This is an optimization exercise on Yosys and OpenROAD, whose aim is small area, not a production implementation. Only simulation tests tie the RTL to the original design; equivalence was not proved. No activity file was given, so power comes from the tool's default toggle rates.

rev 12:
==> flow/design.v <==
module EncoderDigitalFilter(
	input clk,
	input sig,  
	output reg filteredSig  
	);
	reg H2, H1, H0;  
	always @ (posedge clk) begin
		H0 <= sig;
		H1 <= H0;
		H2 <= H1;
		if((H0 & H1) || (H1 & H2) || (H2 & H0)) begin
			filteredSig <= 1'b1;	
		end
		else begin
			filteredSig <= 1'b0;
		end
	end
endmodule
module EncoderDecoder(
	input clk,
	input A,  
	input B,  
	output change,  
	output direction  
	);
	reg _A, _B;
	assign change = (_A ^ A) | (_B ^ B);
	assign direction = (A ^ _B);
	always @ (posedge clk) begin
		_A <= A;
		_B <= B;
	end
endmodule 
module UpDownCounter #(parameter WIDTH=8)(
	input clk,
	input reset,
	input enable,  
	input dir,  
	output reg [WIDTH - 1:0] count  
	);
	wire [WIDTH - 1:0] prop = dir ? count : ~count;
	wire [WIDTH:0] flip;
	assign flip[0] = enable;
	genvar i;
	generate
		for (i = 0; i < WIDTH; i = i + 1) begin : chain
			assign flip[i + 1] = flip[i] & prop[i];
		end
	endgenerate
	wire keep = reset | enable;
	always @ (posedge clk) begin
		count <= (count & {WIDTH{keep}}) ^ flip[WIDTH - 1:0];
	end
endmodule
module seven_seg(
	input[3:0] digit,  
	output [6:0] seg_out  
	);
	localparam [15:0] SEG_A = 16'b0010100000010010;
	localparam [15:0] SEG_B = 16'b1101100001100000;
	localparam [15:0] SEG_C = 16'b1101000000000100;
	localparam [15:0] SEG_D = 16'b1000011010010010;
	localparam [15:0] SEG_E = 16'b0000001010111010;
	localparam [15:0] SEG_F = 16'b0010000010001110;
	localparam [15:0] SEG_G = 16'b0001000010000011;
	assign seg_out = {SEG_G[digit], SEG_F[digit], SEG_E[digit], SEG_D[digit],
	                  SEG_C[digit], SEG_B[digit], SEG_A[digit]};
endmodule
module QuadratureEncoderTop #(parameter N = 38, encCountBits = 26, precBits = 12, stp = 120218)(
	input clk,
	input reset,
	input A,
	input B,
	output Trvl,
	output FwdBck,  
	output[encCountBits - 1 : 0] encCount,
	output reg[11 : 0] inches,
	output[20 : 0] display
	);
	wire _A, _B;  
	wire dir;  
	wire change;  
	reg [10:0] frac;
	reg fresh;
	EncoderDigitalFilter 			InputAFilter(.clk(clk), .sig(A), .filteredSig(_A));
	EncoderDigitalFilter 			InputBFilter(.clk(clk), .sig(B), .filteredSig(_B));
	EncoderDecoder 					QuadratureEncoder(.clk(clk), .A(_A), .B(_B), .change(change), .direction(dir));
	UpDownCounter #(encCountBits) QuadPulseCounter(.clk(clk), .reset(reset), .enable(change), .dir(dir), .count(encCount));
	seven_seg							DigitZero( .digit(inches[3:0]), .seg_out(display[6:0]));
	seven_seg							DigitOne( .digit(inches[7:4]), .seg_out(display[13:7]));
	seven_seg							DigitTwo( .digit(inches[11:8]), .seg_out(display[20:14]));
	wire cF = (frac >= 11'd1331);
	wire cB = (frac < 11'd717);
	reg [5:0] delta;
	wire [5:0] dbase = delta & {6{~Trvl}};
	wire [5:0] dprop = dir ? dbase : ~dbase;
	wire [5:0] dflip = {&dprop[4:0], &dprop[3:0], &dprop[2:0], &dprop[1:0], dprop[0], 1'b1} & {6{change}};
	wire hiZero = ~|encCount[25:6];
	wire hiOnes = &encCount[25:6];
	wire MvFwd = fresh ? (hiZero & encCount[5:0] == 6'd29) : (delta == (cF ? 6'd30 : 6'd29));
	wire MvBck = fresh ? (hiOnes & encCount[5:0] == 6'd34) : (delta == (cB ? 6'd34 : 6'd35));
	assign Trvl = MvFwd | MvBck;
	assign FwdBck = MvFwd;
	always @(posedge clk) begin
		fresh <= ~reset | (fresh & ~Trvl);
		delta <= dbase ^ dflip;
		if (~reset) begin
			inches <= 0;
			frac <= 0;
		end
		else if (MvFwd) begin
			inches <= inches + 1'b1;
			frac <= frac + 11'd717;
		end
		else if (MvBck) begin
			inches <= inches - 1'b1;
			frac <= frac - 11'd717;
		end
	end
endmodule
Settings: LEC_CHECK=0, CAP_MARGIN=20, CORE_MARGIN=2, CORE_UTILIZATION=40, SLEW_MARGIN=20; clock period 5.0 ns.
run.sh (not shown) runs the stock make flow with config.mk's settings and CLKGATE_MAP_FILE= SYNTH_SCRIPT=/design/flow/synth_recipe.tcl, a recipe that flattens the netlist after the stock synthesis.
Having completed the whole flow, rev 12 delivered a layout that passed the timing, DRC and antenna checks.
The inputs of rev 13 differ from those of rev 12 as listed below.
Settings: ABC_AREA: unset -> 1; ABC_CLOCK_PERIOD_IN_PS: unset -> 5000.
Results
Going from rev 12 to rev 13, the die area was shrunk. Rev 13: detailed-routing iteration count for the pre-antenna-repair pass 2 above rev 12. From rev 12 to rev 13 the numbers moved as follows: area used by multi-input combinational logic decreased 7.2%, number of cells produced by synthesis went up, worst-case setup margin in the final layout grew by 0.086 ns, portion of total power attributed to combinational logic rose by 1.6 points. In the metrics for rev 12 and rev 13, the one carrying the higher post-route minimum period is rev 12. On cell area after synthesis, rev 13 does better than rev 12.

---

Setup of P:
// QuadratureEncoderTop: RTL as listed in full above, without the edits since
==> flow/config.mk <==
export PLATFORM = sky130hd
export DESIGN_NAME = QuadratureEncoderTop
export DESIGN_NICKNAME = QuadratureEncoderTop
export VERILOG_FILES = /design/flow/design.v
export SDC_FILE = /design/flow/constraint.sdc
export NUM_CORES = 4
export LEC_CHECK = 0
export ABC_CLOCK_PERIOD_IN_PS = 5000
export CAP_MARGIN = 20
export CORE_MARGIN = 2
export CORE_UTILIZATION = 40
export SLEW_MARGIN = 20
==> flow/constraint.sdc <==
create_clock -name core_clock -period 5.0 [get_ports {clk}]
set_input_delay 1.0000 -clock core_clock [delete_from_list [all_inputs] [get_ports {clk}]]
set_output_delay 1.0000 -clock core_clock [all_outputs]
set_load 0.01 [all_outputs]
P | stages: all done | timing, DRC, antenna: all pass
#### Input delta (Q over P)
- ABC_AREA: unset -> 1
- ABC_CLOCK_PERIOD_IN_PS: 5000 -> unset
--- outcome ---
Q against P: non-clock buffer total of the final layout shrank by 2, design area shrank by 19 um2, adder-cell share of the synthesized area held steady, worst setup slack after layout grew by 0.086 ns.

[static timing again, ports no longer ideal]
How much do the figures lean on ideal ports? The routed layouts below were timed once more, with nothing changed but the port constraints.
Step 1 assumes that a clkbuf_16 drives the clock port and a buf_2 every other input.
Step 2 moves the port delays by t, midway between the first and last clock arrival at a register: inputs arrive t later, outputs are due t later. That takes back most of the time a late clock gives input paths.
Three values: ideal ports, drivers, drivers and shift; two values: the first two.
| run | t, ns | setup slack, ns | clock arrival spread, ns | slew at the worst register clock pin (ns) |
|---|---|---|---|---|
| rev 12 | 0.363 | 0.924 / 0.886 / 1.184 | 0.009 / 0.008 | 0.06 / 0.06 |
| rev 13 | 0.365 | 1.010 / 0.972 / 1.338 | 0.008 / 0.007 | 0.06 / 0.06 |
| P | 0.363 | 0.924 / 0.886 / 1.184 | 0.009 / 0.008 | 0.06 / 0.06 |
| Q | 0.365 | 1.010 / 0.972 / 1.338 | 0.008 / 0.007 | 0.06 / 0.06 |
After both steps setup and hold are still met in every run listed.
